This is an optimization exercise on Yosys and OpenROAD, whose aim is small area, a short achievable clock period and few clock cycles per item, not a production implementation. No functional check of the RTL was part of any run shown here.

[flow/flow/run.sh]
#!/bin/bash
# The standard layout, with the port buffers made from the smallest buffer
# (buf_1) instead of the delay buffer buffer_ports picks by default; the
# resizer still upsizes them where timing, slew or load ask for it.
set -euo pipefail
export BUFFER_PORTS_ARGS="-buffer_cell sky130_fd_sc_hd__buf_1"
bash standard.sh > standard_finish.log 2>&1
[flow/standard.sh]
#!/bin/bash
# synth_recipe.tcl (not shown) runs the flow's synth.tcl, then flattens the netlist and writes it again
# the make line also repeats each setting of config.mk as NAME=value (left out here)
make -C /OpenROAD-flow-scripts/flow DESIGN_CONFIG=/design/flow/config.mk WORK_HOME=/design/flow/orfs CLKGATE_MAP_FILE= SYNTH_SCRIPT=/design/flow/synth_recipe.tcl "${@:-finish}"
[flow/config.mk]
export PLATFORM = sky130hd
export DESIGN_NAME = expression_solver
export DESIGN_NICKNAME = expression_solver
export VERILOG_FILES = /design/flow/design.v
export SDC_FILE = /design/flow/constraint.sdc
export NUM_CORES = 4
export LEC_CHECK = 0
export CAP_MARGIN = 20
export CORE_MARGIN = 2
export CORE_UTILIZATION = 40
export SLEW_MARGIN = 20
export SYNTH_HIERARCHICAL = 1
export SYNTH_MINIMUM_KEEP_SIZE = 0
[flow/constraint.sdc]
create_clock -name core_clock -period 11.0 [get_ports {clk}]
set_input_delay 2.2000 -clock core_clock [delete_from_list [all_inputs] [get_ports {clk}]]
set_output_delay 2.2000 -clock core_clock [all_outputs]
set_load 0.01 [all_outputs]
[flow/design.v]
module fa (input a, input b, input c, output s, output co);
    assign s = a ^ b ^ c;
    assign co = (a & b) | (a & c) | (b & c);
endmodule
module expression_solver
(
    input clk,
    input rst,
    input start,
    input [7:0] X,
    input [15:0] A,
    input [15:0] B,
    input [15:0] C,
    output [15:0] result,
    output zero,
    output overflow,
    output completed
);
    reg busy;          
    reg done;          
    reg [15:0] T;
    always @(posedge clk or posedge rst)
    begin
        if (rst) begin
            busy <= 1'b0;
            done <= 1'b0;
        end else begin
            if (start) busy <= 1'b1;
            done <= busy;
        end
    end
    wire [15:0] m = busy ? T : A;
    wire [7:0] x = X;
    wire [15:0] kn = ~(busy ? C : B);
    wire pp_0_0 = ~(x[0] & m[0]);
    wire pp_0_1 = ~(x[0] & m[1]);
    wire pp_0_2 = ~(x[0] & m[2]);
    wire pp_0_3 = ~(x[0] & m[3]);
    wire pp_0_4 = ~(x[0] & m[4]);
    wire pp_0_5 = ~(x[0] & m[5]);
    wire pp_0_6 = ~(x[0] & m[6]);
    wire pp_0_7 = ~(x[0] & m[7]);
    wire pp_0_8 = ~(x[0] & m[8]);
    wire pp_0_9 = ~(x[0] & m[9]);
    wire pp_0_10 = ~(x[0] & m[10]);
    wire pp_0_11 = ~(x[0] & m[11]);
    wire pp_0_12 = ~(x[0] & m[12]);
    wire pp_0_13 = ~(x[0] & m[13]);
    wire pp_0_14 = ~(x[0] & m[14]);
    wire pp_0_15 = ~(x[0] & m[15]);
    wire pp_1_0 = ~(x[1] & m[0]);
    wire pp_1_1 = ~(x[1] & m[1]);
    wire pp_1_2 = ~(x[1] & m[2]);
    wire pp_1_3 = ~(x[1] & m[3]);
    wire pp_1_4 = ~(x[1] & m[4]);
    wire pp_1_5 = ~(x[1] & m[5]);
    wire pp_1_6 = ~(x[1] & m[6]);
    wire pp_1_7 = ~(x[1] & m[7]);
    wire pp_1_8 = ~(x[1] & m[8]);
    wire pp_1_9 = ~(x[1] & m[9]);
    wire pp_1_10 = ~(x[1] & m[10]);
    wire pp_1_11 = ~(x[1] & m[11]);
    wire pp_1_12 = ~(x[1] & m[12]);
    wire pp_1_13 = ~(x[1] & m[13]);
    wire pp_1_14 = ~(x[1] & m[14]);
    wire pp_2_0 = ~(x[2] & m[0]);
    wire pp_2_1 = ~(x[2] & m[1]);
    wire pp_2_2 = ~(x[2] & m[2]);
    wire pp_2_3 = ~(x[2] & m[3]);
    wire pp_2_4 = ~(x[2] & m[4]);
    wire pp_2_5 = ~(x[2] & m[5]);
    wire pp_2_6 = ~(x[2] & m[6]);
    wire pp_2_7 = ~(x[2] & m[7]);
    wire pp_2_8 = ~(x[2] & m[8]);
    wire pp_2_9 = ~(x[2] & m[9]);
    wire pp_2_10 = ~(x[2] & m[10]);
    wire pp_2_11 = ~(x[2] & m[11]);
    wire pp_2_12 = ~(x[2] & m[12]);
    wire pp_2_13 = ~(x[2] & m[13]);
    wire pp_3_0 = ~(x[3] & m[0]);
    wire pp_3_1 = ~(x[3] & m[1]);
    wire pp_3_2 = ~(x[3] & m[2]);
    wire pp_3_3 = ~(x[3] & m[3]);
    wire pp_3_4 = ~(x[3] & m[4]);
    wire pp_3_5 = ~(x[3] & m[5]);
    wire pp_3_6 = ~(x[3] & m[6]);
    wire pp_3_7 = ~(x[3] & m[7]);
    wire pp_3_8 = ~(x[3] & m[8]);
    wire pp_3_9 = ~(x[3] & m[9]);
    wire pp_3_10 = ~(x[3] & m[10]);
    wire pp_3_11 = ~(x[3] & m[11]);
    wire pp_3_12 = ~(x[3] & m[12]);
    wire pp_4_0 = ~(x[4] & m[0]);
    wire pp_4_1 = ~(x[4] & m[1]);
    wire pp_4_2 = ~(x[4] & m[2]);
    wire pp_4_3 = ~(x[4] & m[3]);
    wire pp_4_4 = ~(x[4] & m[4]);
    wire pp_4_5 = ~(x[4] & m[5]);
    wire pp_4_6 = ~(x[4] & m[6]);
    wire pp_4_7 = ~(x[4] & m[7]);
    wire pp_4_8 = ~(x[4] & m[8]);
    wire pp_4_9 = ~(x[4] & m[9]);
    wire pp_4_10 = ~(x[4] & m[10]);
    wire pp_4_11 = ~(x[4] & m[11]);
    wire pp_5_0 = ~(x[5] & m[0]);
    wire pp_5_1 = ~(x[5] & m[1]);
    wire pp_5_2 = ~(x[5] & m[2]);
    wire pp_5_3 = ~(x[5] & m[3]);
    wire pp_5_4 = ~(x[5] & m[4]);
    wire pp_5_5 = ~(x[5] & m[5]);
    wire pp_5_6 = ~(x[5] & m[6]);
    wire pp_5_7 = ~(x[5] & m[7]);
    wire pp_5_8 = ~(x[5] & m[8]);
    wire pp_5_9 = ~(x[5] & m[9]);
    wire pp_5_10 = ~(x[5] & m[10]);
    wire pp_6_0 = ~(x[6] & m[0]);
    wire pp_6_1 = ~(x[6] & m[1]);
    wire pp_6_2 = ~(x[6] & m[2]);
    wire pp_6_3 = ~(x[6] & m[3]);
    wire pp_6_4 = ~(x[6] & m[4]);
    wire pp_6_5 = ~(x[6] & m[5]);
    wire pp_6_6 = ~(x[6] & m[6]);
    wire pp_6_7 = ~(x[6] & m[7]);
    wire pp_6_8 = ~(x[6] & m[8]);
    wire pp_6_9 = ~(x[6] & m[9]);
    wire pp_7_0 = ~(x[7] & m[0]);
    wire pp_7_1 = ~(x[7] & m[1]);
    wire pp_7_2 = ~(x[7] & m[2]);
    wire pp_7_3 = ~(x[7] & m[3]);
    wire pp_7_4 = ~(x[7] & m[4]);
    wire pp_7_5 = ~(x[7] & m[5]);
    wire pp_7_6 = ~(x[7] & m[6]);
    wire pp_7_7 = ~(x[7] & m[7]);
    wire pp_7_8 = ~(x[7] & m[8]);
    wire s1, c2;
    fa fa_s1 (pp_0_5, pp_1_4, pp_2_3, s1, c2);
    wire s3, c4;
    fa fa_s3 (pp_0_6, pp_1_5, pp_2_4, s3, c4);
    wire s5, c6;
    fa fa_s5 (pp_3_3, pp_4_2, pp_5_1, s5, c6);
    wire s7, c8;
    fa fa_s7 (pp_0_7, pp_1_6, pp_2_5, s7, c8);
    wire s9, c10;
    fa fa_s9 (pp_3_4, pp_4_3, pp_5_2, s9, c10);
    wire s11, c12;
    fa fa_s11 (pp_6_1, pp_7_0, kn[7], s11, c12);
    wire s13, c14;
    fa fa_s13 (pp_0_8, pp_1_7, pp_2_6, s13, c14);
    wire s15, c16;
    fa fa_s15 (pp_3_5, pp_4_4, pp_5_3, s15, c16);
    wire s17, c18;
    fa fa_s17 (pp_6_2, pp_7_1, kn[8], s17, c18);
    wire s19, c20;
    fa fa_s19 (pp_0_9, pp_1_8, pp_2_7, s19, c20);
    wire s21, c22;
    fa fa_s21 (pp_3_6, pp_4_5, pp_5_4, s21, c22);
    wire s23, c24;
    fa fa_s23 (pp_6_3, pp_7_2, kn[9], s23, c24);
    wire s25, c26;
    fa fa_s25 (pp_0_10, pp_1_9, pp_2_8, s25, c26);
    wire s27, c28;
    fa fa_s27 (pp_3_7, pp_4_6, pp_5_5, s27, c28);
    wire s29, c30;
    fa fa_s29 (pp_6_4, pp_7_3, kn[10], s29, c30);
    wire s31, c32;
    fa fa_s31 (pp_0_11, pp_1_10, pp_2_9, s31, c32);
    wire s33, c34;
    fa fa_s33 (pp_3_8, pp_4_7, pp_5_6, s33, c34);
    wire s35, c36;
    fa fa_s35 (pp_6_5, pp_7_4, kn[11], s35, c36);
    wire s37, c38;
    fa fa_s37 (pp_0_12, pp_1_11, pp_2_10, s37, c38);
    wire s39, c40;
    fa fa_s39 (pp_3_9, pp_4_8, pp_5_7, s39, c40);
    wire s41, c42;
    fa fa_s41 (pp_6_6, pp_7_5, kn[12], s41, c42);
    wire s43, c44;
    fa fa_s43 (pp_0_13, pp_1_12, pp_2_11, s43, c44);
    wire s45, c46;
    fa fa_s45 (pp_3_10, pp_4_9, pp_5_8, s45, c46);
    wire s47, c48;
    fa fa_s47 (pp_6_7, pp_7_6, kn[13], s47, c48);
    wire s49, c50;
    fa fa_s49 (pp_0_14, pp_1_13, pp_2_12, s49, c50);
    wire s51, c52;
    fa fa_s51 (pp_3_11, pp_4_10, pp_5_9, s51, c52);
    wire s53, c54;
    fa fa_s53 (pp_6_8, pp_7_7, kn[14], s53, c54);
    wire s55 = pp_0_15 ^ pp_1_14 ^ pp_2_13;
    wire s56 = pp_3_12 ^ pp_4_11 ^ pp_5_10;
    wire s57 = pp_6_9 ^ pp_7_8 ^ kn[15];
    wire s58, c59;
    fa fa_s58 (pp_0_3, pp_1_2, pp_2_1, s58, c59);
    wire s60, c61;
    fa fa_s60 (pp_0_4, pp_1_3, pp_2_2, s60, c61);
    wire s62, c63;
    fa fa_s62 (pp_3_1, pp_4_0, kn[4], s62, c63);
    wire s64, c65;
    fa fa_s64 (pp_3_2, pp_4_1, pp_5_0, s64, c65);
    wire h66 = ~(kn[5] ^ s1);
    wire c67 = kn[5] | s1;
    wire s68, c69;
    fa fa_s68 (pp_6_0, kn[6], c2, s68, c69);
    wire h70 = ~(s3 ^ s5);
    wire c71 = s3 | s5;
    wire s72, c73;
    fa fa_s72 (c4, c6, s7, s72, c73);
    wire h74 = ~(s9 ^ s11);
    wire c75 = s9 | s11;
    wire s76, c77;
    fa fa_s76 (c10, c8, s13, s76, c77);
    wire s78, c79;
    fa fa_s78 (s15, c12, s17, s78, c79);
    wire s80, c81;
    fa fa_s80 (c14, c16, s19, s80, c81);
    wire s82, c83;
    fa fa_s82 (s21, c18, s23, s82, c83);
    wire s84, c85;
    fa fa_s84 (c20, c22, s25, s84, c85);
    wire s86, c87;
    fa fa_s86 (s27, c24, s29, s86, c87);
    wire s88, c89;
    fa fa_s88 (c26, c28, s31, s88, c89);
    wire s90, c91;
    fa fa_s90 (s33, c30, s35, s90, c91);
    wire s92, c93;
    fa fa_s92 (c32, c34, s37, s92, c93);
    wire s94, c95;
    fa fa_s94 (s39, c36, s41, s94, c95);
    wire s96, c97;
    fa fa_s96 (c38, c40, s43, s96, c97);
    wire s98, c99;
    fa fa_s98 (s45, c42, s47, s98, c99);
    wire s100, c101;
    fa fa_s100 (c44, c46, s49, s100, c101);
    wire s102, c103;
    fa fa_s102 (s51, c48, s53, s102, c103);
    wire s104 = c50 ^ c52 ^ s55;
    wire s105 = s56 ^ c54 ^ s57;
    wire s106, c107;
    fa fa_s106 (pp_0_2, pp_1_1, pp_2_0, s106, c107);
    wire s108, c109;
    fa fa_s108 (pp_3_0, kn[3], s58, s108, c109);
    wire s110, c111;
    fa fa_s110 (c59, s60, s62, s110, c111);
    wire s112, c113;
    fa fa_s112 (c61, s64, c63, s112, c113);
    wire s114, c115;
    fa fa_s114 (c65, c67, h70, s114, c115);
    wire s116, c117;
    fa fa_s116 (c69, c71, h74, s116, c117);
    wire s118, c119;
    fa fa_s118 (c73, c75, s76, s118, c119);
    wire s120, c121;
    fa fa_s120 (c77, s80, c79, s120, c121);
    wire s122, c123;
    fa fa_s122 (c81, s84, c83, s122, c123);
    wire s124, c125;
    fa fa_s124 (c85, s88, c87, s124, c125);
    wire s126, c127;
    fa fa_s126 (c89, s92, c91, s126, c127);
    wire s128, c129;
    fa fa_s128 (c93, s96, c95, s128, c129);
    wire s130, c131;
    fa fa_s130 (c97, s100, c99, s130, c131);
    wire s132 = c101 ^ s104 ^ c103;
    wire s133, c134;
    fa fa_s133 (pp_0_1, pp_1_0, kn[1], s133, c134);
    wire h135 = ~(kn[2] ^ s106);
    wire c136 = kn[2] | s106;
    wire h137 = ~(c107 ^ s108);
    wire c138 = c107 | s108;
    wire h139 = ~(c109 ^ s110);
    wire c140 = c109 | s110;
    wire s141, c142;
    fa fa_s141 (h66, c111, s112, s141, c142);
    wire s143, c144;
    fa fa_s143 (s68, c113, s114, s143, c144);
    wire s145, c146;
    fa fa_s145 (s72, c115, s116, s145, c146);
    wire s147, c148;
    fa fa_s147 (s78, c117, s118, s147, c148);
    wire s149, c150;
    fa fa_s149 (s82, c119, s120, s149, c150);
    wire s151, c152;
    fa fa_s151 (s86, c121, s122, s151, c152);
    wire s153, c154;
    fa fa_s153 (s90, c123, s124, s153, c154);
    wire s155, c156;
    fa fa_s155 (s94, c125, s126, s155, c156);
    wire s157, c158;
    fa fa_s157 (s98, c127, s128, s157, c158);
    wire s159, c160;
    fa fa_s159 (s102, c129, s130, s159, c160);
    wire s161 = s105 ^ c131 ^ s132;
    wire [15:0] r0 = {~c160, ~c158, ~c156, ~c154, ~c152, ~c150, ~c148, ~c146, ~c144, ~c142, ~c140, ~c138, ~c136, ~c134, ~s133, ~pp_0_0};
    wire [15:0] r1 = {~s161, ~s159, ~s157, ~s155, ~s153, ~s151, ~s149, ~s147, ~s145, ~s143, ~s141, ~h139, ~h137, ~h135, 1'b0, ~kn[0]};
    wire [15:0] y = r0 + r1;
    assign result = done ? T : y;
    assign zero = ~|result;
    always @(posedge clk)
    begin
        T <= result;
    end
    assign completed = busy;
    assign overflow = 1'b0;
endmodule
==> results of run 1 <==
[synth_stat cells, drive strengths merged (2+ instances only)]
cell,instances
nand2,115
xnor2,19
o31ai,2
inv,46
clkbuf,12
buf,5
a211oi,3
xor2,3
or3,2
o21a,2
and3,4
o21ai,15
a31o,2
o2111ai,2
ha,21
o2111a,2
mux2i,13
fa,71
nand3,3
mux2,20
a31oi,4
nor2,4
o21bai,2
a21oi,7
a21o,4
dfrtp,2
nand2b,2
dfxtp,16
o221ai,2
and2,4
nor3,3
[Yosys stat by module (local to each module, per instance)]
module	cells	times used	flops+latches	cell area, um^2
expression_solver	354	1	18	2430
fa	1	71	0	20.0
[how the worst max path moves through the flow]
stage | from | endpoint | slack (ps) | depth (start not counted)
after global routing | X[0] | zero | 1130 | 19
final | X[0] | zero | 1390 | 17
after global placement | X[0] | zero | 1490 | 17
after floorplan | X[0] | zero | 1970 | 17
after CTS | X[0] | zero | 1400 | 17
after detailed placement | X[0] | zero | 1390 | 17
[state kept, by name (all words and copies together), names as in the netlist]
register / flops
busy: 1
T: 16
done: 1
[through the flow]
step,std cells,cell area (um^2),hold WS [ps]
after floorplan,425,3850,433
after global placement,614,4220,496
after detailed placement,614,4220,514
after CTS,618,4280,534
after global routing,618,4280,569
final,618,4280,534
[cell type report]
cell class / instances / area share, %
multi-input combinational: 344 / 75.4
sequential: 18 / 8.69
timing repair buffer: 77 / 6.85
inverter: 46 / 4.04
tap: 129 / 3.78
clock buffer: 4 / 1.29
[logic make-up after synthesis]
group | after synthesis | share of synthesized area [%]
adder cells (fa/ha/maj) | 92 | 43.8
other | 1 | 0.0975
flip-flops | 18 | 9.63
AND/OR/NAND/NOR | 142 | 15.8
XOR/XNOR | 22 | 5.01
buffers and inverters | 63 | 6.63
multiplexers | 33 | 9.24
AO/OA/AOI/OAI | 54 | 9.85
[worst max-delay path: stages]
cell and delay [ps]:
buf_1 700, nand2_1 200, fa_1 480, fa_1 410
fa_1 500, fa_1 490, inv_1 40, ha_1 350
and3_1 210, o221ai_2 60, a41oi_1 140, or3_1 320
a31o_1 250, or4_4 520, nor4_2 150, o2111a_1 220
buf_1 160
[metal layers]
metal | up-vias | wire length, um | GRT usage, %
li1 | 1500 | - | -
met1 | 1580 | 3970 | 25.5
met2 | 82 | 4970 | 35.9
met3 | 8 | 349 | 1.64
met4 | 0 | 123 | 3.08
met5 | - | 0 | 0
==> results.sh, run 1 <==
export IMPL_status="timing/DRC/antenna clean"
export IMPL_finalNetCount=641
export IMPL_htreeDepth=1
export IMPL_ys_types=51
export IMPL_finClkSkew_ps=1.78
export IMPL_layout_drive_gt1_share_pct=7.36
export IMPL_drtAntennaViolNets=0
export IMPL_grt_usage_pct=19.5
export IMPL_drcViolationCount=0
export IMPL_syn_nets=576
export IMPL_final_cell_mix="115 x nand2_1, 76 x buf_1, 71 x fa_1"
export IMPL_min_to="T[4]"
export IMPL_pin_count=78
export IMPL_cts_tree="yes"
export IMPL_cts_root_buf="clkbuf_8"
export IMPL_diodes=0
export IMPL_synth_area_leaders="fa_1 37%, nand2_1 11%, dfxtp_1 8.3%, ha_1 6.8%, mux2_2 5.9%"
export IMPL_die_x_um=102
export IMPL_grt_pass1_wl_um=16200
export IMPL_yosysTopAreaCellShare_pct=36.9
export IMPL_crit_required_ps=8800
export IMPL_whs_path_depth=2
export IMPL_routed_via_count=3170
export IMPL_startpoint_type="input pin"
export IMPL_cts_sinks=18
export IMPL_port_buffers=76
export IMPL_syn_avg_cell_area_um2=9.05
export IMPL_clk_pin_slew_worst_paths_ps=60
export IMPL_r2r_setup_slack_ps=5620
export IMPL_gp_congestion=0.857
export IMPL_die_area_mm2=0.0104
export IMPL_relSlewSlack_pct=35.6
export IMPL_synth_edff_count=0
export IMPL_fillers=949
export IMPL_cts_buffers=3
export IMPL_yosysWarnings=7
export IMPL_timing_rr_end="T[15]"
export IMPL_postCtsSetupBuffers=0
export IMPL_crit_fanout=18
export IMPL_worst_pin_slew_ps=966
export IMPL_fin_crit_ps=9610
export IMPL_netlist_instances=425
export IMPL_drt_pass1_iter_count=4
export IMPL_multi_input_area_mm2=0.00322
export IMPL_drv_cap=0
export IMPL_core_area_mm2=0.00928
export IMPL_crit_type="input pin to primary output"
export IMPL_dieHeight_um=102
export IMPL_cts_hold_buf=0
export IMPL_crit_arrival_ps=7410
export IMPL_post_place_ws_ps=1390
export IMPL_final_core_util_pct=46.1
export IMPL_cts_resized=0
export IMPL_grt_overflow=0
export IMPL_cts_path_max_buffers=2
export IMPL_syn_to_final_growth_pct=11.1
export IMPL_synth_cell_area_mm2=0.00385
export IMPL_reg2reg_depth=16
export IMPL_async_flop_share_pct=11.1
export IMPL_final_common_cell="nand2_1"
export IMPL_rsz0062_at_grt="false"
export IMPL_antenna_found_initial=0
export IMPL_first_global_vias=3382
export IMPL_ys_seq_area_share_pct=9.63
export IMPL_drv_slew=0
export IMPL_yosys_register_bits=18
export IMPL_hold_violations=0
export IMPL_hold_path_class="flop to flop"
export IMPL_wl_per_cell_um=15.2
export IMPL_grt_max_degree=31
export IMPL_synth_ff_type="dfxtp_1"
export IMPL_seq_area_um2=372
export IMPL_synth_top_area_cell="fa_1"
export IMPL_drtIter0Drc=106
export IMPL_floorplan_initialDensity_pct=41.4
export IMPL_end_kind="primary output"
export IMPL_fin_setup_tns_ps=0
export IMPL_r2r_start="busy"
export IMPL_post_route_period_util_pct=87.4
export IMPL_fin_ws_ps=1390
export IMPL_setup_viol=0
export IMPL_via_per_inst=5.13
export IMPL_dpl_hpwl_um=7970
export IMPL_timing_fmax_mhz=104
export IMPL_wl_um=9410
export IMPL_clock_latency_ps=250
export IMPL_rows=35
export IMPL_hp_start="T[4]"
==> run 2, diff against run 1 <==
--- a/flow/config.mk
+++ b/flow/config.mk
@@ -8,6 +8,7 @@
 export CAP_MARGIN = 20
 export CORE_MARGIN = 2
 export CORE_UTILIZATION = 40
+export SETUP_SLACK_MARGIN = 1
 export SLEW_MARGIN = 20
 export SYNTH_HIERARCHICAL = 1
 export SYNTH_MINIMUM_KEEP_SIZE = 0
==> run 2 against run 1 <==
  * Critical path depth unchanged
  * Core utilization unchanged
  * Global-route usage unchanged
  * Non-clock buffer count unchanged
  * Highest routed layer unchanged
==> results.sh, run 2 <==
export IMPL_postCtsSetupBuffers=0
export IMPL_synth_top_family_by_area="adder cells"
export IMPL_hold_path_class="flop to flop"
export IMPL_layout_drive_gt1_share_pct=7.36
export IMPL_largestRegisters="T (16), busy (1), done (1)"
export IMPL_post_place_ws_ps=1390
export IMPL_fin_ws_ps=1390
export IMPL_synth_common_cells="115 x nand2_1, 71 x fa_1, 46 x inv_1, 21 x ha_1, 20 x mux2_2"
export IMPL_grt_usage_pct=19.5
export IMPL_worst_pin_slew_ps=966
export IMPL_antenna_found_initial=0
export IMPL_wl_um=9410
export IMPL_synthMuxAreaShare_pct=9.24
export IMPL_syn_avg_cell_area_um2=9.05
export IMPL_grt_max_degree=31
export IMPL_cts_tree="yes"
export IMPL_crit_arrival_ps=7410
export IMPL_timing_fmax_mhz=104
export IMPL_rows=35
export IMPL_cts_path_max_buffers=2
export IMPL_synth_top_area_cell="fa_1"
export IMPL_synth_ff_type="dfxtp_1"
export IMPL_dieHeight_um=102
export IMPL_crit_end="zero"
export IMPL_clock_latency_ps=250
export IMPL_cts_sinks=18
export IMPL_syn_to_final_growth_pct=11.1
export IMPL_finClkSkew_ps=1.78
export IMPL_final_core_util_pct=46.1
export IMPL_finalNetCount=641
export IMPL_synth_adder_area_share_pct=43.8
export IMPL_drt_pass1_iter_count=4
export IMPL_grt_pass1_wl_um=16200
export IMPL_cts_resized=0
export IMPL_syn_nets=576
export IMPL_pin_count=78
export IMPL_cts_hold_buf=0
export IMPL_wl_per_cell_um=15.2
export IMPL_crit_type="input pin to primary output"
export IMPL_netlist_instances=425
export IMPL_synthXorXnorAreaFrac_pct=5.01
export IMPL_via_per_inst=5.13
export IMPL_cts_buffers=3
export IMPL_yosysTopAreaCellShare_pct=36.9
export IMPL_ys_types=51
export IMPL_fin_setup_tns_ps=0
export IMPL_largest_reg_flops=16
export IMPL_hold_violations=0
export IMPL_yosys_register_bits=18
export IMPL_setup_viol=0
export IMPL_startpoint_type="input pin"
export IMPL_yosysWarnings=7
export IMPL_die_x_um=102
export IMPL_startpoint="X[0]"
export IMPL_synth_area_leaders="fa_1 37%, nand2_1 11%, dfxtp_1 8.3%, ha_1 6.8%, mux2_2 5.9%"
export IMPL_drcViolationCount=0
export IMPL_port_buffers=76
export IMPL_async_flop_share_pct=11.1
export IMPL_gp_congestion=0.857
export IMPL_cts_root_buf="clkbuf_8"
export IMPL_relSlewSlack_pct=35.6
export IMPL_drv_cap=0
export IMPL_post_route_period_util_pct=87.4
export IMPL_rsz0062_at_grt="false"
export IMPL_final_cell_mix="115 x nand2_1, 76 x buf_1, 71 x fa_1"
export IMPL_reg2reg_depth=16
export IMPL_regMostFlops="T"
export IMPL_final_common_cell="nand2_1"
export IMPL_synth_edff_count=0
export IMPL_core_area_mm2=0.00928
export IMPL_routed_via_count=3170
export IMPL_drtIter0Drc=106
export IMPL_yosys_area_share_simple_pct=15.8
export IMPL_dpl_hpwl_um=7970
export IMPL_diodes=0
export IMPL_drtAntennaViolNets=0
export IMPL_r2r_start="busy"
export IMPL_htreeDepth=1
export IMPL_synth_most_common_cell="nand2_1"
export IMPL_drv_slew=0
export IMPL_crit_required_ps=8800
export IMPL_fin_crit_ps=9610
export IMPL_floorplan_initialDensity_pct=41.4
export IMPL_synth_cell_area_mm2=0.00385
export IMPL_clk_pin_slew_worst_paths_ps=60
export IMPL_first_global_vias=3382
export IMPL_ys_seq_area_share_pct=9.63
export IMPL_die_area_mm2=0.0104
export IMPL_timing_rr_end="T[15]"
export IMPL_status="timing/DRC/antenna clean"
export IMPL_synth_compound_area_share_pct=9.85
export IMPL_r2r_setup_slack_ps=5620
export IMPL_end_kind="primary output"
export IMPL_crit_fanout=18
export IMPL_grt_overflow=0
export IMPL_hold_slack_ps=534
==> run 2: cell counts after synthesis <==
No cell type changed its count.
==> run 2: cell type report <==
cell class              instances  area [um^2]
clock buffers                   4         55.1
fillers                       949         5010
inverters                      46          173
multi-input cells             344         3220
flip-flops and latches         18          372
well taps                     129          161
repair buffers                 77          293
==> run 2: worst min path at each step <==
stage,startpoint,to,cells past startpoint
after floorplan,busy,done,0
after CTS,T[3],T[3],2
after global placement,T[11],T[11],2
final,T[4],T[4],2
after detailed placement,T[3],T[3],2
after global routing,T[4],T[4],2
==> run 2: per-module statistics from Yosys (local to each module, per instance) <==
module / copies in the design / flops+latches / cells inside
expression_solver: 1 / 18 / 354
fa: 71 / 0 / 1
==> run 2: per-layer routing <==
layer	vias to the layer above	part of all wire, %	GRT usage [%]
li1	1500	-	-
met1	1580	42	25.5
met2	82	53	35.9
met3	8	3.7	1.64
met4	0	1.3	3.08
met5	-	0	0
==> run 2: cells by family (layout without fill, tap and decap cells) <==
| family | count (synthesis) | after routing |
|---|---|---|
| muxes | 33 | 33 |
| other | 1 | 1 |
| xor gates and xnor gates | 22 | 22 |
| adders and majority gates | 92 | 92 |
| buffers and inverters | 63 | 127 |
| AOI/OAI and AO/OA | 54 | 54 |
| DFF | 18 | 18 |
| and+or+nand+nor | 142 | 142 |
==> run 2: worst max-delay path: stages <==
cell and delay, ps:
buf_1 700, nand2_1 200, fa_1 480, fa_1 410
fa_1 500, fa_1 490, inv_1 40, ha_1 350
and3_1 210, o221ai_2 60, a41oi_1 140, or3_1 320
a31o_1 250, or4_4 520, nor4_2 150, o2111a_1 220
buf_1 160
==> run 2: through the flow <==
stage          cells  area (um^2)
3_3_place_gp     614         4220
4_1_cts          618         4280
2_1_floorplan    425         3850
6_report         618         4280
5_1_grt          618         4280
3_5_place_dp     614         4220
==> run 3, diff against run 2 <==
--- a/flow/config.mk
+++ b/flow/config.mk
@@ -8,7 +8,7 @@
 export CAP_MARGIN = 20
 export CORE_MARGIN = 2
 export CORE_UTILIZATION = 40
-export SETUP_SLACK_MARGIN = 1
+export SETUP_SLACK_MARGIN = 2
 export SLEW_MARGIN = 20
 export SYNTH_HIERARCHICAL = 1
 export SYNTH_MINIMUM_KEEP_SIZE = 0
==> run 3 against run 2 <==
  * Still clean on timing, DRC and antenna
  * Sequential share of layout area shrank 0.34 points
  * Register-to-register slack better by 70 ps
  * Wire length down 2.1%
  * Synthesized cell count did not move
  * Core utilization up 1.9 points
  * Synthesized area did not move
  * Count of clock-buffer cells in the layout did not move
  * Critical endpoint unchanged
==> results.sh, run 3 <==
export IMPL_clock_latency_ps=250
export IMPL_port_buffers=76
export IMPL_yosys_register_bits=18
export IMPL_drv_slew=0
export IMPL_synth_area_leaders="fa_1 37%, nand2_1 11%, dfxtp_1 8.3%, ha_1 6.8%, mux2_2 5.9%"
export IMPL_placed_area_mm2=0.00422
export IMPL_htreeDepth=1
export IMPL_synth_ff_type="dfxtp_1"
export IMPL_cts_hold_buf=0
export IMPL_fin_crit_ps=8990
export IMPL_drt_pass1_iter_count=4
export IMPL_finalNetCount=648
export IMPL_stdcell_count=625
export IMPL_wl_per_cell_um=14.7
export IMPL_fin_setup_tns_ps=0
export IMPL_routed_via_count=3191
export IMPL_synth_edff_count=0
export IMPL_dpl_hpwl_um=7740
export IMPL_largest_reg_flops=16
export IMPL_post_route_period_util_pct=81.7
export IMPL_clk_pin_slew_worst_paths_ps=60
export IMPL_gp_congestion=0.851
export IMPL_relSlewSlack_pct=42.9
export IMPL_ys_seq_area_share_pct=9.63
export IMPL_min_to="T[11]"
export IMPL_final_area_mm2=0.00445
export IMPL_grt_max_degree=31
export IMPL_timing_rr_end="T[15]"
export IMPL_reg2reg_depth=17
export IMPL_hold_path_class="flop to flop"
export IMPL_startpoint_type="input pin"
export IMPL_hold_slack_ps=531
export IMPL_status="timing/DRC/antenna clean"
export IMPL_fillers=938
export IMPL_wl_um=9210
export IMPL_yosysWarnings=7
export IMPL_die_x_um=102
export IMPL_dieHeight_um=102
export IMPL_rsz0062_at_grt="true"
export IMPL_drtIter0Drc=88
export IMPL_final_cell_mix="115 x nand2_1, 70 x fa_1, 67 x buf_1"
export IMPL_grt_pass1_wl_um=15600
export IMPL_core_area_mm2=0.00928
export IMPL_netlist_instances=425
export IMPL_syn_to_final_growth_pct=15.6
export IMPL_cts_tree="yes"
export IMPL_setup_viol=0
export IMPL_r2r_start="busy"
export IMPL_syn_nets=576
export IMPL_r2r_setup_slack_ps=5690
export IMPL_cts_root_buf="clkbuf_8"
export IMPL_crit_fanout=6
export IMPL_post_place_ws_ps=1390
export IMPL_finClkSkew_ps=3.21
export IMPL_cts_buffers=3
export IMPL_cts_sinks=18
export IMPL_whs_path_depth=2
export IMPL_crit_arrival_ps=6790
export IMPL_largestRegisters="T (16), busy (1), done (1)"
export IMPL_async_flop_share_pct=11.1
export IMPL_floorplan_initialDensity_pct=41.4
export IMPL_synth_top_area_cell="fa_1"
export IMPL_hp_start="T[11]"
export IMPL_via_per_inst=5.11
export IMPL_yosysTopAreaCellShare_pct=36.9
export IMPL_crit_type="input pin to primary output"
export IMPL_synth_cell_area_mm2=0.00385
export IMPL_regMostFlops="T"
export IMPL_drcViolationCount=0
export IMPL_ys_types=51
export IMPL_layout_drive_gt1_share_pct=12.3
export IMPL_pin_count=78
export IMPL_hold_violations=0
export IMPL_end_kind="primary output"
export IMPL_die_area_mm2=0.0104
export IMPL_first_global_vias=3258
export IMPL_drv_cap=0
export IMPL_worst_pin_slew_ps=857
export IMPL_crit_required_ps=8800
export IMPL_rows=35
export IMPL_grt_usage_pct=18.8
export IMPL_syn_avg_cell_area_um2=9.05
export IMPL_synth_most_common_cell="nand2_1"
export IMPL_drtAntennaViolNets=0
export IMPL_timing_fmax_mhz=111
export IMPL_fin_ws_ps=2010
export IMPL_final_common_cell="nand2_1"
export IMPL_cts_path_max_buffers=2
export IMPL_grt_overflow=0
export IMPL_antenna_found_initial=0
export IMPL_synth_common_cells="115 x nand2_1, 71 x fa_1, 46 x inv_1, 21 x ha_1, 20 x mux2_2"
export IMPL_dp_cells=614
export IMPL_diodes=0
run 3: cell counts after synthesis:
Identical to the previous run, type by type.
run 3: cell type report:
class	count	area [um^2]	share of cell area (%)
multi-input combinational	344	3330	74.8
inverter	46	173	3.88
timing repair buffer	84	362	8.13
tap	129	161	3.63
clock buffer	4	55.1	1.24
sequential	18	372	8.35
run 3: worst max-delay path by stage:
stage / startpoint / end / slack [ps] / depth (start not counted)
after floorplan: X[0] / zero / 2060 / 17
after global placement: X[0] / zero / 1490 / 17
after detailed placement: X[0] / zero / 1390 / 19
after CTS: A[8] / zero / 2000 / 18
after global routing: A[8] / zero / 1830 / 19
final: A[8] / zero / 2010 / 19
run 3: stage by stage:
stage               util (%)
finish                  47.9
global route            47.9
CTS                     47.2
detailed placement      45.5
global placement        45.5
floorplan                  -
run 3: per-layer routing:
| layer | routed length, um | vias up | GRT usage (%) |
|---|---|---|---|
| met5 | 0 | - | 0 |
| met4 | 44 | 0 | 2.77 |
| met3 | 301 | 6 | 1.50 |
| met2 | 4950 | 72 | 33.9 |
| met1 | 3920 | 1594 | 25.4 |
| li1 | - | 1519 | - |
run 3: worst max-delay path: stages:
cell and delay [ps]:
buf_1 110, mux2_4 290, buf_4 170, nand2_1 80
fa_1 430, fa_1 520, fa_1 430, fa_1 500
inv_1 40, ha_1 320, a21oi_1 170, o21ai_0 160
a31oi_1 260, o21bai_1 110, xnor2_1 210, o21ai_2 130
nor4_4 290, o2111a_1 220, clkbuf_2 140
run 3: logic make-up after synthesis:
kind of cell	Yosys count	synth area share, %
other cells	1	0.0975
xor+xnor	22	5.01
flops	18	9.63
buf+inv	63	6.63
fa+ha+maj	92	43.8
simple gates	142	15.8
mux	33	9.24
compound gates	54	9.85
run 3: what timing repair did:
item	4_1_cts	5_1_grt
gates resized for setup	27	9
pin swaps	0	2
setup buffers	4	3
setup endpoints to repair	5	1
run 3: modules after synthesis, one instance, submodules excluded:
module,times used,cell area (um^2),flops+latches
expression_solver,1,2430,18
fa,71,20.0,0
==> run 4, diff against run 3 <==
--- a/flow/config.mk
+++ b/flow/config.mk
@@ -8,7 +8,7 @@
 export CAP_MARGIN = 20
 export CORE_MARGIN = 2
 export CORE_UTILIZATION = 40
-export SETUP_SLACK_MARGIN = 2
+export SETUP_SLACK_MARGIN = 3
 export SLEW_MARGIN = 20
 export SYNTH_HIERARCHICAL = 1
 export SYNTH_MINIMUM_KEEP_SIZE = 0
==> run 4 against run 3 <==
  * Critical path type unchanged
  * Flip-flop and latch count unchanged
  * Core utilization up 2.5 points
  * Still clean
  * Non-clock buffer count up 8
==> results.sh, run 4 <==
export IMPL_status="timing/DRC/antenna clean"
export IMPL_critical_path_cell_chain="buf_1 -> mux2_4 -> nand2_1 -> fa_1 -> inv_1 -> ha_1 -> inv_1 -> fa_1 -> fa_1 -> inv_1 -> ha_4 -> and3_1 -> o221ai_2 -> a41oi_2 -> or3_1 -> a31o_1 -> or4_4 -> nor4_2 -> o2111a_1 -> buf_2"
export IMPL_placed_area_mm2=0.00430
export IMPL_drtIter0Drc=129
export IMPL_synth_most_common_cell="nand2_1"
export IMPL_layout_drive_gt1_share_pct=19.6
export IMPL_crit_fanout=6
export IMPL_post_route_period_util_pct=80.4
export IMPL_synth_ff_type="dfxtp_1"
export IMPL_dpl_hpwl_um=7690
export IMPL_syn_avg_cell_area_um2=9.05
export IMPL_r2r_start="busy"
export IMPL_htreeDepth=1
export IMPL_drv_cap=0
export IMPL_cts_buffers=3
export IMPL_die_area_mm2=0.0104
export IMPL_startpoint_type="input pin"
export IMPL_fin_setup_tns_ps=0
export IMPL_first_global_vias=3328
export IMPL_timing_rr_end="T[12]"
export IMPL_drt_pass1_iter_count=4
export IMPL_grt_overflow=0
export IMPL_cts_tree="yes"
export IMPL_largest_reg_flops=16
export IMPL_synth_edff_count=0
export IMPL_pin_count=78
export IMPL_drcViolationCount=0
export IMPL_synth_area_leaders="fa_1 37%, nand2_1 11%, dfxtp_1 8.3%, ha_1 6.8%, mux2_2 5.9%"
export IMPL_ys_types=51
export IMPL_final_common_cell="nand2_1"
export IMPL_rsz0062_at_grt="true"
export IMPL_startpoint="A[3]"
export IMPL_reg2reg_depth=16
export IMPL_finClkSkew_ps=1.43
export IMPL_largestRegisters="T (16), busy (1), done (1)"
export IMPL_drtAntennaViolNets=0
export IMPL_diodes=0
export IMPL_syn_nets=576
export IMPL_clock_latency_ps=250
export IMPL_clk_pin_slew_worst_paths_ps=70
export IMPL_timing_fmax_mhz=113
export IMPL_rows=35
export IMPL_cts_hold_buf=0
export IMPL_yosysTopAreaCellShare_pct=36.9
export IMPL_cp_slowest_cell="fa_1"
export IMPL_cts_path_max_buffers=2
export IMPL_setup_viol=0
export IMPL_cts_root_buf="clkbuf_8"
export IMPL_drv_slew=0
export IMPL_crit_end="zero"
export IMPL_max_stage_delay_ps=540
export IMPL_grt_max_degree=38
export IMPL_cts_sinks=18
export IMPL_worst_pin_slew_ps=994
export IMPL_crit_type="input pin to primary output"
export IMPL_fin_crit_ps=8850
export IMPL_hp_start="T[11]"
export IMPL_hold_path_class="flop to flop"
export IMPL_antenna_found_initial=0
export IMPL_grt_usage_pct=19.0
export IMPL_yosys_register_bits=18
export IMPL_crit_arrival_ps=6650
export IMPL_hold_slack_ps=515
export IMPL_hold_violations=0
export IMPL_yosysWarnings=7
export IMPL_relSlewSlack_pct=33.7
export IMPL_r2r_setup_slack_ps=5960
export IMPL_ys_seq_area_share_pct=9.63
export IMPL_via_per_inst=5.15
export IMPL_end_kind="primary output"
export IMPL_gp_congestion=0.803
export IMPL_die_x_um=102
export IMPL_routed_via_count=3261
export IMPL_dieHeight_um=102
export IMPL_floorplan_initialDensity_pct=41.4
export IMPL_regMostFlops="T"
export IMPL_grt_pass1_wl_um=15700
export IMPL_final_cell_mix="108 x nand2_1, 68 x fa_1, 61 x buf_1"
export IMPL_finalNetCount=656
export IMPL_synth_common_cells="115 x nand2_1, 71 x fa_1, 46 x inv_1, 21 x ha_1, 20 x mux2_2"
export IMPL_async_flop_share_pct=11.1
export IMPL_synth_top_area_cell="fa_1"
export IMPL_core_area_mm2=0.00928
export IMPL_synth_cell_area_mm2=0.00385
export IMPL_wl_um=9490
export IMPL_port_buffers=76
export IMPL_final_area_mm2=0.00468
export IMPL_netlist_instances=425
export IMPL_crit_required_ps=8800
export IMPL_fillers=930
export IMPL_wl_per_cell_um=15.0
export IMPL_syn_to_final_growth_pct=21.7
run 4: cell types whose count changed in the layout (fill, tap and decap cells not counted), moves of 3 or more:
cell	delta
buf_4	+8
nand2_1	-7
nand2_2	+7
buf_1	-6
ha_1	-4
ha_4	+4
o21ai_0	-4
buf_2	+3
run 4: repair_timing:
action                                 in CTS  in global routing
setup endpoints to repair                  12                 11
endpoints found under the hold margin       0                  0
buffers inserted                           15                  1
resized for setup                          46                 15
pin swaps                                  12                  7
run 4: layout make-up:
type                       instances  area (um^2)  area share [%]
tap                              129          161            3.45
sequential                        18          372            7.93
timing repair buffer              92          438            9.35
clock buffer                       4         55.1            1.18
inverter                          46          173            3.69
multi-input combinational        344         3480            74.4
run 4: per-layer routing:
layer,global-route usage (%),share of wire [%],vias to the layer above
met5,0,0,-
met4,3.28,1.2,0
met3,1.16,2.9,8
met2,34.5,53,73
met1,25.5,43,1643
li1,-,-,1537
run 4: how the worst min path moves through the flow:
stage,end,slack (ps),cells after the start
after CTS,T[3],520,2
final,T[11],510,2
after detailed placement,T[3],490,2
after global placement,T[3],500,2
after floorplan,done,430,0
after global routing,T[11],560,2
run 4: critical path, delay by kind of cell:
kind                     cells  cell delay (ps)
AO/OA/AOI/OAI                4              640
multiplexers                 1              210
buffers and inverters        5              350
adder cells (fa/ha/maj)      5             1970
AND/OR/NAND/NOR              5             1260
run 4: per-module statistics from Yosys (local to each module, per instance):
module,flops+latches,times used
expression_solver,18,1
fa,0,71
run 4: stage by stage:
stage,utilization [%],worst slack (ps),std cells
CTS,49.5,2130,632
detailed placement,46.3,1570,613
finish,50.4,2150,633
floorplan,-,2410,425
global placement,46.3,1620,613
global route,50.4,2000,633
run 4: logic make-up (layout without fill, tap and decap cells):
kind of cell    Yosys count  after routing  share of synthesized area (%)
other cells               1              1                         0.0975
xor+xnor                 22             22                           5.01
buf+inv                  63            142                           6.63
flops                    18             18                           9.63
simple gates            142            142                           15.8
compound gates           54             54                           9.85
fa+ha+maj                92             92                           43.8
mux                      33             33                           9.24
==> run 5, diff against run 4 <==
--- a/flow/config.mk
+++ b/flow/config.mk
@@ -8,7 +8,7 @@
 export CAP_MARGIN = 20
 export CORE_MARGIN = 2
 export CORE_UTILIZATION = 40
-export SETUP_SLACK_MARGIN = 3
+export SETUP_SLACK_MARGIN = 4
 export SLEW_MARGIN = 20
 export SYNTH_HIERARCHICAL = 1
 export SYNTH_MINIMUM_KEEP_SIZE = 0
==> run 5 against run 4 <==
  * Critical path depth unchanged
  * Global-route usage up 1.2 points
  * Count of clock-buffer cells in the layout unchanged
  * Cell area up 8.7%
  * Synthesized cell count unchanged
  * Via count up 1.2%
  * Sequential share of layout area down 0.64 points
  * Synthesized area unchanged
  * Non-clock buffer count up 20
  * Critical path type unchanged
  * Highest routed layer unchanged
==> results.sh, run 5 <==
export IMPL_status="timing/DRC/antenna clean"
export IMPL_drv_slew=0
export IMPL_cts_buffers=3
export IMPL_drtIter0Drc=93
export IMPL_finClkSkew_ps=2.33
export IMPL_port_buffers=76
export IMPL_clock_latency_ps=250
export IMPL_syn_to_final_growth_pct=32.3
export IMPL_seq_area_um2=372
export IMPL_r2r_start="busy"
export IMPL_routed_via_count=3300
export IMPL_cts_tree="yes"
export IMPL_syn_nets=576
export IMPL_ys_seq_area_share_pct=9.63
export IMPL_grt_pass1_wl_um=16500
export IMPL_layout_drive_gt1_share_pct=31.5
export IMPL_drtAntennaViolNets=0
export IMPL_yosysTopAreaCellShare_pct=36.9
export IMPL_core_area_mm2=0.00928
export IMPL_wl_um=10200
export IMPL_reg2reg_depth=17
export IMPL_cp_common_cell="fa_1"
export IMPL_final_area_mm2=0.00509
export IMPL_yosysWarnings=7
export IMPL_dpl_hpwl_um=7960
export IMPL_rows=35
export IMPL_synth_common_cells="115 x nand2_1, 71 x fa_1, 46 x inv_1, 21 x ha_1, 20 x mux2_2"
export IMPL_grt_max_degree=35
export IMPL_drcViolationCount=0
export IMPL_drv_cap=0
export IMPL_async_flop_share_pct=11.1
export IMPL_post_route_period_util_pct=80.6
export IMPL_fin_setup_tns_ps=0
export IMPL_setup_viol=0
export IMPL_dp_cells=615
export IMPL_placed_area_mm2=0.00439
export IMPL_crit_required_ps=8800
export IMPL_stdcell_count=653
export IMPL_startpoint_type="input pin"
export IMPL_critical_path_cell_chain="buf_1 -> mux2_4 -> nand2_4 -> fa_1 -> inv_1 -> ha_1 -> inv_1 -> fa_1 -> fa_1 -> inv_2 -> ha_4 -> and3_4 -> o221ai_2 -> a41oi_2 -> or3_1 -> a31o_1 -> or4_4 -> nor4_4 -> o2111a_1 -> buf_2"
export IMPL_finalNetCount=676
export IMPL_multi_input_area_mm2=0.00370
export IMPL_synth_ff_type="dfxtp_1"
export IMPL_die_x_um=102
export IMPL_cts_path_max_buffers=2
export IMPL_rsz0062_at_grt="true"
export IMPL_floorplan_initialDensity_pct=41.4
export IMPL_die_area_mm2=0.0104
export IMPL_gp_congestion=0.796
export IMPL_synth_edff_count=0
export IMPL_grt_usage_pct=20.3
export IMPL_grt_overflow=0
export IMPL_htreeDepth=1
export IMPL_drt_pass1_iter_count=4
export IMPL_relSlewSlack_pct=38.7
export IMPL_startpoint="A[4]"
export IMPL_antenna_found_initial=0
export IMPL_post_place_ws_ps=1770
export IMPL_max_stage_delay_ps=560
export IMPL_synth_most_common_cell="nand2_1"
export IMPL_end_kind="primary output"
export IMPL_hold_violations=0
export IMPL_pin_count=78
export IMPL_final_cell_mix="96 x nand2_1, 61 x fa_1, 57 x buf_1"
export IMPL_diodes=0
export IMPL_fin_crit_ps=8860
export IMPL_via_per_inst=5.05
export IMPL_first_global_vias=3397
export IMPL_dieHeight_um=102
export IMPL_synth_cell_area_mm2=0.00385
export IMPL_crit_fanout=6
export IMPL_crit_end="zero"
export IMPL_cts_root_buf="clkbuf_8"
export IMPL_regMostFlops="T"
export IMPL_hold_path_class="flop to flop"
export IMPL_netlist_instances=425
export IMPL_synth_top_area_cell="fa_1"
export IMPL_final_common_cell="nand2_1"
export IMPL_syn_avg_cell_area_um2=9.05
export IMPL_crit_arrival_ps=6660
export IMPL_r2r_setup_slack_ps=6160
export IMPL_cts_hold_buf=0
export IMPL_wl_per_cell_um=15.7
export IMPL_largest_reg_flops=16
export IMPL_cts_sinks=18
export IMPL_yosys_register_bits=18
export IMPL_fillers=873
export IMPL_worst_pin_slew_ps=919
export IMPL_cp_slowest_cell="or4_4"
export IMPL_ys_types=51
export IMPL_fin_ws_ps=2140
export IMPL_timing_rr_end="T[15]"
export IMPL_clk_pin_slew_worst_paths_ps=70
export IMPL_synth_area_leaders="fa_1 37%, nand2_1 11%, dfxtp_1 8.3%, ha_1 6.8%, mux2_2 5.9%"
export IMPL_timing_fmax_mhz=113
export IMPL_largestRegisters="T (16), busy (1), done (1)"
export IMPL_crit_type="input pin to primary output"
## run 5: cell count changes in the layout (fill, tap and decap cells not counted), moves of 7 or more
cell	change
buf_4	+15
nand2_1	-12
nand2_2	+9
buf_6	+7
fa_1	-7
fa_2	+7
o21ai_2	+7
## run 5: worst min-delay path by stage
stage,start,to,cells past startpoint
floorplan,busy,done,0
global placement,busy,done,0
detailed placement,busy,done,0
CTS,busy,done,0
global route,busy,done,0
finish,busy,done,0
## run 5: kinds of logic (layout without fill, tap and decap cells)
logic type               count (synthesis)  count (layout)  synth area share, %
flip-flops                              18              18                 9.63
AO/OA/AOI/OAI                           54              54                 9.85
AND/OR/NAND/NOR                        142             142                 15.8
multiplexers                            33              33                 9.24
XOR/XNOR                                22              22                 5.01
adder cells (fa/ha/maj)                 92              92                 43.8
other                                    1               1               0.0975
buffers and inverters                   63             162                 6.63
## run 5: per-stage QoR
step                utilization (%)  hold slack [ps]
CTS                            52.3              418
global route                   54.8              426
global placement               47.3              394
detailed placement             47.3              403
finish                         54.8              417
floorplan                         -              433
## run 5: layer usage
layer	up-vias	global-route usage, %	routed length, um	share of wire (%)
met2	94	37.5	5410	53
met5	-	0	0	0
met3	23	1.09	352	3.4
met4	0	4.41	350	3.4
met1	1612	26.2	4110	40
li1	1571	-	-	-
## run 5: critical path, delay by kind of cell
kind	cells	cell delay [ps]
simple gates	5	1260
mux	1	230
buf+inv	5	370
compound gates	4	640
fa+ha+maj	5	1970
## run 5: final cells by class
type / count / area share, %
multi-input cells: 344 / 72.6
repair buffers: 112 / 12.4
flip-flops and latches: 18 / 7.30
well taps: 129 / 3.17
clock buffers: 4 / 1.08
inverters: 46 / 3.44
## run 5: timing repair
action	in CTS	in global routing
setup endpoints to repair	15	14
setup buffers	23	11
gates resized for setup	62	42
pin swaps	25	32
endpoints found under the hold margin	0	0
## run 5: modules after synthesis (local to each module, per instance)
module | cells | flops+latches
fa | 1 | 0
expression_solver | 354 | 18
==> run 6, diff against run 5 <==
--- a/flow/config.mk
+++ b/flow/config.mk
@@ -8,7 +8,7 @@
 export CAP_MARGIN = 20
 export CORE_MARGIN = 2
 export CORE_UTILIZATION = 40
-export SETUP_SLACK_MARGIN = 4
+export SETUP_SLACK_MARGIN = 2.5
 export SLEW_MARGIN = 20
 export SYNTH_HIERARCHICAL = 1
 export SYNTH_MINIMUM_KEEP_SIZE = 0
==> run 6 against run 5 <==
  * Still clean
  * Wire length fell by 6.3%
  * Largest cell class unchanged
==> results.sh, run 6 <==
export IMPL_synth_common_cells="115 x nand2_1, 71 x fa_1, 46 x inv_1, 21 x ha_1, 20 x mux2_2"
export IMPL_port_buffers=76
export IMPL_crit_arrival_ps=6720
export IMPL_drcViolationCount=0
export IMPL_first_global_vias=3262
export IMPL_grt_pass1_wl_um=15600
export IMPL_cts_root_buf="clkbuf_8"
export IMPL_drtIter0Drc=119
export IMPL_largest_reg_flops=16
export IMPL_stdcell_count=628
export IMPL_placed_area_mm2=0.00425
export IMPL_crit_fanout=6
export IMPL_yosys_register_bits=18
export IMPL_antenna_found_initial=0
export IMPL_synth_most_common_cell="nand2_1"
export IMPL_synth_area_leaders="fa_1 37%, nand2_1 11%, dfxtp_1 8.3%, ha_1 6.8%, mux2_2 5.9%"
export IMPL_via_per_inst=5.22
export IMPL_worst_pin_slew_ps=1050
export IMPL_final_core_util_pct=48.4
export IMPL_startpoint_type="input pin"
export IMPL_ys_seq_area_share_pct=9.63
export IMPL_grt_overflow=0
export IMPL_cp_slowest_cell="fa_1"
export IMPL_setup_viol=0
export IMPL_final_common_cell="nand2_1"
export IMPL_dpl_hpwl_um=7790
export IMPL_drv_cap=0
export IMPL_grt_usage_pct=19.2
export IMPL_drtAntennaViolNets=0
export IMPL_drv_slew=0
export IMPL_yosysWarnings=7
export IMPL_gp_congestion=0.846
export IMPL_routed_via_count=3279
export IMPL_hold_path_class="flop to flop"
export IMPL_wl_per_cell_um=15.3
export IMPL_syn_to_final_growth_pct=16.7
export IMPL_diodes=0
export IMPL_pin_count=78
export IMPL_syn_avg_cell_area_um2=9.05
export IMPL_status="timing/DRC/antenna clean"
export IMPL_dieHeight_um=102
export IMPL_async_flop_share_pct=11.1
export IMPL_regMostFlops="T"
export IMPL_core_area_mm2=0.00928
export IMPL_cts_path_max_buffers=2
export IMPL_layout_drive_gt1_share_pct=15.0
export IMPL_finalNetCount=651
export IMPL_clock_latency_ps=260
export IMPL_wl_um=9580
export IMPL_rsz0062_at_grt="true"
export IMPL_cts_tree="yes"
export IMPL_synth_edff_count=0
export IMPL_rows=35
export IMPL_drt_pass1_iter_count=4
export IMPL_final_cell_mix="112 x nand2_1, 68 x fa_1, 63 x buf_1"
export IMPL_post_route_period_util_pct=81.1
export IMPL_clk_pin_slew_worst_paths_ps=70
export IMPL_grt_max_degree=38
export IMPL_crit_type="input pin to primary output"
export IMPL_cts_buffers=3
export IMPL_hold_violations=0
export IMPL_largestRegisters="T (16), busy (1), done (1)"
export IMPL_synth_ff_type="dfxtp_1"
export IMPL_cpLargestDelayFamily="adder cells"
export IMPL_netlist_instances=425
export IMPL_htreeDepth=1
export IMPL_dp_cells=613
export IMPL_ys_types=51
export IMPL_yosysTopAreaCellShare_pct=36.9
export IMPL_critical_path_cell_chain="buf_1 -> mux2_4 -> nand2_1 -> fa_1 -> inv_1 -> ha_1 -> inv_1 -> fa_1 -> fa_1 -> inv_1 -> ha_4 -> and3_1 -> o221ai_2 -> a41oi_2 -> or3_1 -> a31o_1 -> or4_4 -> nor4_2 -> o2111a_1 -> buf_2"
export IMPL_fin_setup_tns_ps=0
export IMPL_die_area_mm2=0.0104
export IMPL_synth_cell_area_mm2=0.00385
export IMPL_max_stage_delay_ps=540
export IMPL_final_area_mm2=0.00449
export IMPL_crit_required_ps=8800
export IMPL_syn_nets=576
export IMPL_relSlewSlack_pct=29.7
export IMPL_path_buf_inv=5
export IMPL_floorplan_initialDensity_pct=41.4
export IMPL_finClkSkew_ps=5.34
export IMPL_fillers=938
export IMPL_die_x_um=102
export IMPL_cts_sinks=18
export IMPL_fin_crit_ps=8920
export IMPL_timing_fmax_mhz=112
export IMPL_end_kind="primary output"
export IMPL_synth_top_area_cell="fa_1"
## run 6: metal layers
layer | share of wire, % | track usage (%) | vias to the layer above
li1 | - | - | 1524
met1 | 41 | 25.4 | 1644
met2 | 53 | 34.6 | 99
met3 | 4.8 | 2.05 | 12
met4 | 1.0 | 2.87 | 0
met5 | 0 | 0 | -
## run 6: repair_timing
action / 4_1_cts / 5_1_grt
resized for setup: 28 / 21
pin swaps: 0 / 8
hold buffers: 0 / 0
setup buffers: 4 / 7
endpoints found under the setup margin: 9 / 5
## run 6: worst paths after layout
| kind | slack, ps | depth (start not counted) | end | from |
|---|---|---|---|---|
| max in group asynchronous | 9120 | 2 | busy | rst |
| max | 2080 | 20 | zero | A[4] |
| max reg2reg | 5810 | 15 | T[15] | busy |
| min reg2reg | 520 | 2 | T[11] | T[11] |
| min | 520 | 2 | T[11] | T[11] |
| min in group asynchronous | 1760 | 2 | busy | rst |
## run 6: layout make-up
class                   instances  area (um^2)  area share, %
clock buffers                   4         45.0           1.00
inverters                      46          173           3.84
multi-input cells             344         3350           74.6
flip-flops and latches         18          372           8.27
well taps                     129          161           3.59
repair buffers                 87          392           8.72
## run 6: cell families (layout without fill, tap and decap cells)
kind of cell | count (synthesis) | count (layout) | share of synthesized area, %
simple gates | 142 | 142 | 15.8
fa+ha+maj | 92 | 92 | 43.8
buf+inv | 63 | 137 | 6.63
compound gates | 54 | 54 | 9.85
mux | 33 | 33 | 9.24
xor+xnor | 22 | 22 | 5.01
flops | 18 | 18 | 9.63
other cells | 1 | 1 | 0.0975
## run 6: worst min-delay path, delay by kind of cell (launching register included)
| family | cells | cell delay [ps] |
|---|---|---|
| muxes | 1 | 80 |
| buffers and inverters | 1 | 80 |
| DFF | 1 | 320 |
## run 6: modules after synthesis, one instance, submodules excluded
module,cell area (um^2),times used,flip-flops and latches
expression_solver,2430,1,18
fa,20.0,71,0
## run 6: through the flow
stage	hold slack, ps	setup slack (ps)
3_3_place_gp	497	1590
3_5_place_dp	499	1540
5_1_grt	554	1910
2_1_floorplan	433	2410
6_report	518	2080
4_1_cts	528	2060
==> run 7, diff against run 6 <==
--- a/flow/config.mk
+++ b/flow/config.mk
@@ -7,8 +7,8 @@
 export LEC_CHECK = 0
 export CAP_MARGIN = 20
 export CORE_MARGIN = 2
-export CORE_UTILIZATION = 40
-export SETUP_SLACK_MARGIN = 2.5
+export CORE_UTILIZATION = 60
+export SETUP_SLACK_MARGIN = 2
 export SLEW_MARGIN = 20
 export SYNTH_HIERARCHICAL = 1
 export SYNTH_MINIMUM_KEEP_SIZE = 0
==> run 7 against run 6 <==
  * Still clean
  * Count of clock-buffer cells in the layout did not move
  * Critical path depth decreased by 3
  * Non-clock buffer count is 2 lower
  * Hold slack lost 0.69 ps
  * Synthesized cell count is the same
  * Flip-flop and latch count is the same
  * Global-route usage grew 8.3 points
  * Cell area is 1.8% lower
  * Register-to-register slack got worse by 520 ps
  * Fmax is 1.6% lower
  * Final cell count is 8.6% lower
  * Critical endpoint unchanged
==> results.sh, run 7 <==
export IMPL_routed_via_count=3183
export IMPL_hold_violations=0
export IMPL_grt_pass1_wl_um=15700
export IMPL_netlist_instances=425
export IMPL_post_route_period_util_pct=82.4
export IMPL_via_per_inst=5.55
export IMPL_layout_drive_gt1_share_pct=13.5
export IMPL_critical_path_cell_chain="buf_1 -> mux2_4 -> nand2_1 -> fa_1 -> fa_1 -> fa_1 -> fa_1 -> inv_1 -> ha_1 -> inv_1 -> a41oi_2 -> or3_1 -> a31o_1 -> or4_4 -> nor4_4 -> o2111a_1 -> buf_2"
export IMPL_startpoint_type="input pin"
export IMPL_cp_slowest_cell="or4_4"
export IMPL_dpl_hpwl_um=7570
export IMPL_wl_per_cell_um=16.1
export IMPL_drv_cap=0
export IMPL_cts_root_buf="clkbuf_8"
export IMPL_finalNetCount=649
export IMPL_die_area_mm2=0.00707
export IMPL_cts_sinks=18
export IMPL_end_kind="primary output"
export IMPL_grt_max_degree=31
export IMPL_synth_edff_count=0
export IMPL_first_global_vias=3332
export IMPL_wl_um=9220
export IMPL_die_x_um=84.1
export IMPL_drtAntennaViolNets=0
export IMPL_drtIter0Drc=151
export IMPL_grt_usage_pct=27.5
export IMPL_ys_seq_area_share_pct=9.63
export IMPL_fillers=525
export IMPL_crit_fanout=8
export IMPL_worst_pin_slew_ps=963
export IMPL_drv_slew=0
export IMPL_ys_types=51
export IMPL_finClkSkew_ps=1.14
export IMPL_syn_nets=576
export IMPL_synth_ff_type="dfxtp_1"
export IMPL_largestRegisters="T (16), busy (1), done (1)"
export IMPL_synth_common_cells="115 x nand2_1, 71 x fa_1, 46 x inv_1, 21 x ha_1, 20 x mux2_2"
export IMPL_grt_overflow=0
export IMPL_rows=29
export IMPL_regMostFlops="T"
export IMPL_gp_congestion=0.842
export IMPL_final_core_util_pct=70.3
export IMPL_final_area_mm2=0.00441
export IMPL_synth_area_leaders="fa_1 37%, nand2_1 11%, dfxtp_1 8.3%, ha_1 6.8%, mux2_2 5.9%"
export IMPL_final_cell_mix="111 x nand2_1, 69 x fa_1, 67 x buf_1"
export IMPL_syn_to_final_growth_pct=14.6
export IMPL_dieHeight_um=84.1
export IMPL_antenna_found_initial=0
export IMPL_largest_reg_flops=16
export IMPL_synth_cell_area_mm2=0.00385
export IMPL_pin_count=78
export IMPL_crit_required_ps=8800
export IMPL_relSlewSlack_pct=35.8
export IMPL_placed_area_mm2=0.00415
export IMPL_cts_buffers=3
export IMPL_htreeDepth=1
export IMPL_crit_arrival_ps=6860
export IMPL_drcViolationCount=0
export IMPL_yosysTopAreaCellShare_pct=36.9
export IMPL_cts_hold_buf=0
export IMPL_setup_viol=0
export IMPL_fin_crit_ps=9060
export IMPL_cts_path_max_buffers=2
export IMPL_rsz0062_at_grt="true"
export IMPL_floorplan_initialDensity_pct=61.3
export IMPL_async_flop_share_pct=11.1
export IMPL_cpLargestDelayFamily="adder cells"
export IMPL_synth_most_common_cell="nand2_1"
export IMPL_drt_pass1_iter_count=5
export IMPL_diodes=0
export IMPL_core_area_mm2=0.00628
export IMPL_cts_tree="yes"
export IMPL_yosysWarnings=7
export IMPL_port_buffers=76
export IMPL_synth_top_area_cell="fa_1"
export IMPL_cp_common_cell="fa_1"
export IMPL_hold_path_class="flop to flop"
export IMPL_final_common_cell="nand2_1"
export IMPL_yosys_register_bits=18
export IMPL_crit_type="input pin to primary output"
export IMPL_clock_latency_ps=250
export IMPL_syn_avg_cell_area_um2=9.05
export IMPL_timing_fmax_mhz=110
export IMPL_max_stage_delay_ps=550
export IMPL_status="timing/DRC/antenna clean"
export IMPL_fin_setup_tns_ps=0
export IMPL_clk_pin_slew_worst_paths_ps=60
export IMPL_hold_slack_ps=518
export IMPL_path_buf_inv=4
## run 7: worst min-delay path: cells and delay by family (launching register included)
kind | cells | cell delay (ps)
buffers and inverters | 1 | 70
flip-flops | 1 | 330
multiplexers | 1 | 90
## run 7: cell type report
cell class                 count  area, um^2  share of cell area [%]
timing repair buffer          85         374                    8.48
tap                           77        96.3                    2.18
sequential                    18         370                    8.40
multi-input combinational    344        3350                    76.0
clock buffer                   4        45.0                    1.02
inverter                      46         173                    3.91
## run 7: cells by family (layout without fill, tap and decap cells)
family | count (synthesis) | count (layout) | synth area share, %
other | 1 | 1 | 0.0975
AOI/OAI and AO/OA | 54 | 54 | 9.85
adders and majority gates | 92 | 92 | 43.8
muxes | 33 | 33 | 9.24
and+or+nand+nor | 142 | 142 | 15.8
buffers and inverters | 63 | 135 | 6.63
xor gates and xnor gates | 22 | 22 | 5.01
DFF | 18 | 18 | 9.63
## run 7: modules after synthesis (local to each module, per instance)
module             area [um^2]  flops+latches
expression_solver         2430             18
fa                        20.0              0
## run 7: worst paths after layout
kind | startpoint | end | slack [ps] | cells past startpoint
worst min-delay path | T[11] | T[11] | 520 | 2
worst max-delay path | A[6] | zero | 1940 | 17
min in group asynchronous | rst | done | 1760 | 2
worst max register to register | busy | T[15] | 5290 | 17
worst min register to register | T[11] | T[11] | 520 | 2
max in group asynchronous | rst | busy | 9130 | 2
## run 7: stage by stage
step	setup WS [ps]	cells
CTS	2000	570
detailed placement	1460	562
global placement	1550	562
global route	1790	574
finish	1940	574
floorplan	2060	425
## run 7: layer usage
metal	track usage (%)	wire length [um]	up-vias
met5	0	0	-
met3	2.27	514	10
met1	37.6	3850	1555
li1	-	-	1521
met2	47.3	4730	97
met4	7.04	112	0
## run 7: what timing repair did
item / 4_1_cts / 5_1_grt
endpoints found under the setup margin: 3 / 2
buffers inserted: 4 / 4
resized for setup: 24 / 19
pin swaps: 0 / 12

-- afterwards: timing with drivers on the ports --
The results above use ideal ports. As a check the final layouts listed here were re-extracted and re-timed, cells and wires unchanged.
Step 1, drivers: a clkbuf_16 drives clk and a buf_2 each remaining input, both assumed.
Step 2 also shifts input and output timing later by t, the mid clock arrival at the registers, as if the neighbouring blocks saw the same clock.
Three values: ideal ports, drivers, drivers and shift; two values: the first two.
run	t, ns	setup slack, ns	worst setup path at the end	clock arrival spread, ns	worst data-port slew with drivers (ns)
run 1	0.270	1.391 / 1.365 / 1.365	input to output	0.001 / 0.002	0.03
run 2	0.270	1.391 / 1.365 / 1.365	input to output	0.001 / 0.002	0.03
run 3	0.269	2.012 / 1.991 / 1.991	input to output	0.003 / 0.003	0.04
run 4	0.270	2.151 / 2.129 / 2.129	input to output	0.002 / 0.001	0.03
run 5	0.271	2.139 / 2.112 / 2.112	input to output	0.002 / 0.002	0.03
run 6	0.278	2.082 / 2.058 / 2.058	input to output	0.005 / 0.006	0.03
run 7	0.268	1.935 / 1.909 / 1.909	input to output	0.001 / 0.001	0.03
After both steps every run listed still meets setup and hold. The setup slack of run 5, which loses most, moves by -0.027 ns with the drivers and by -0.027 ns with both steps.
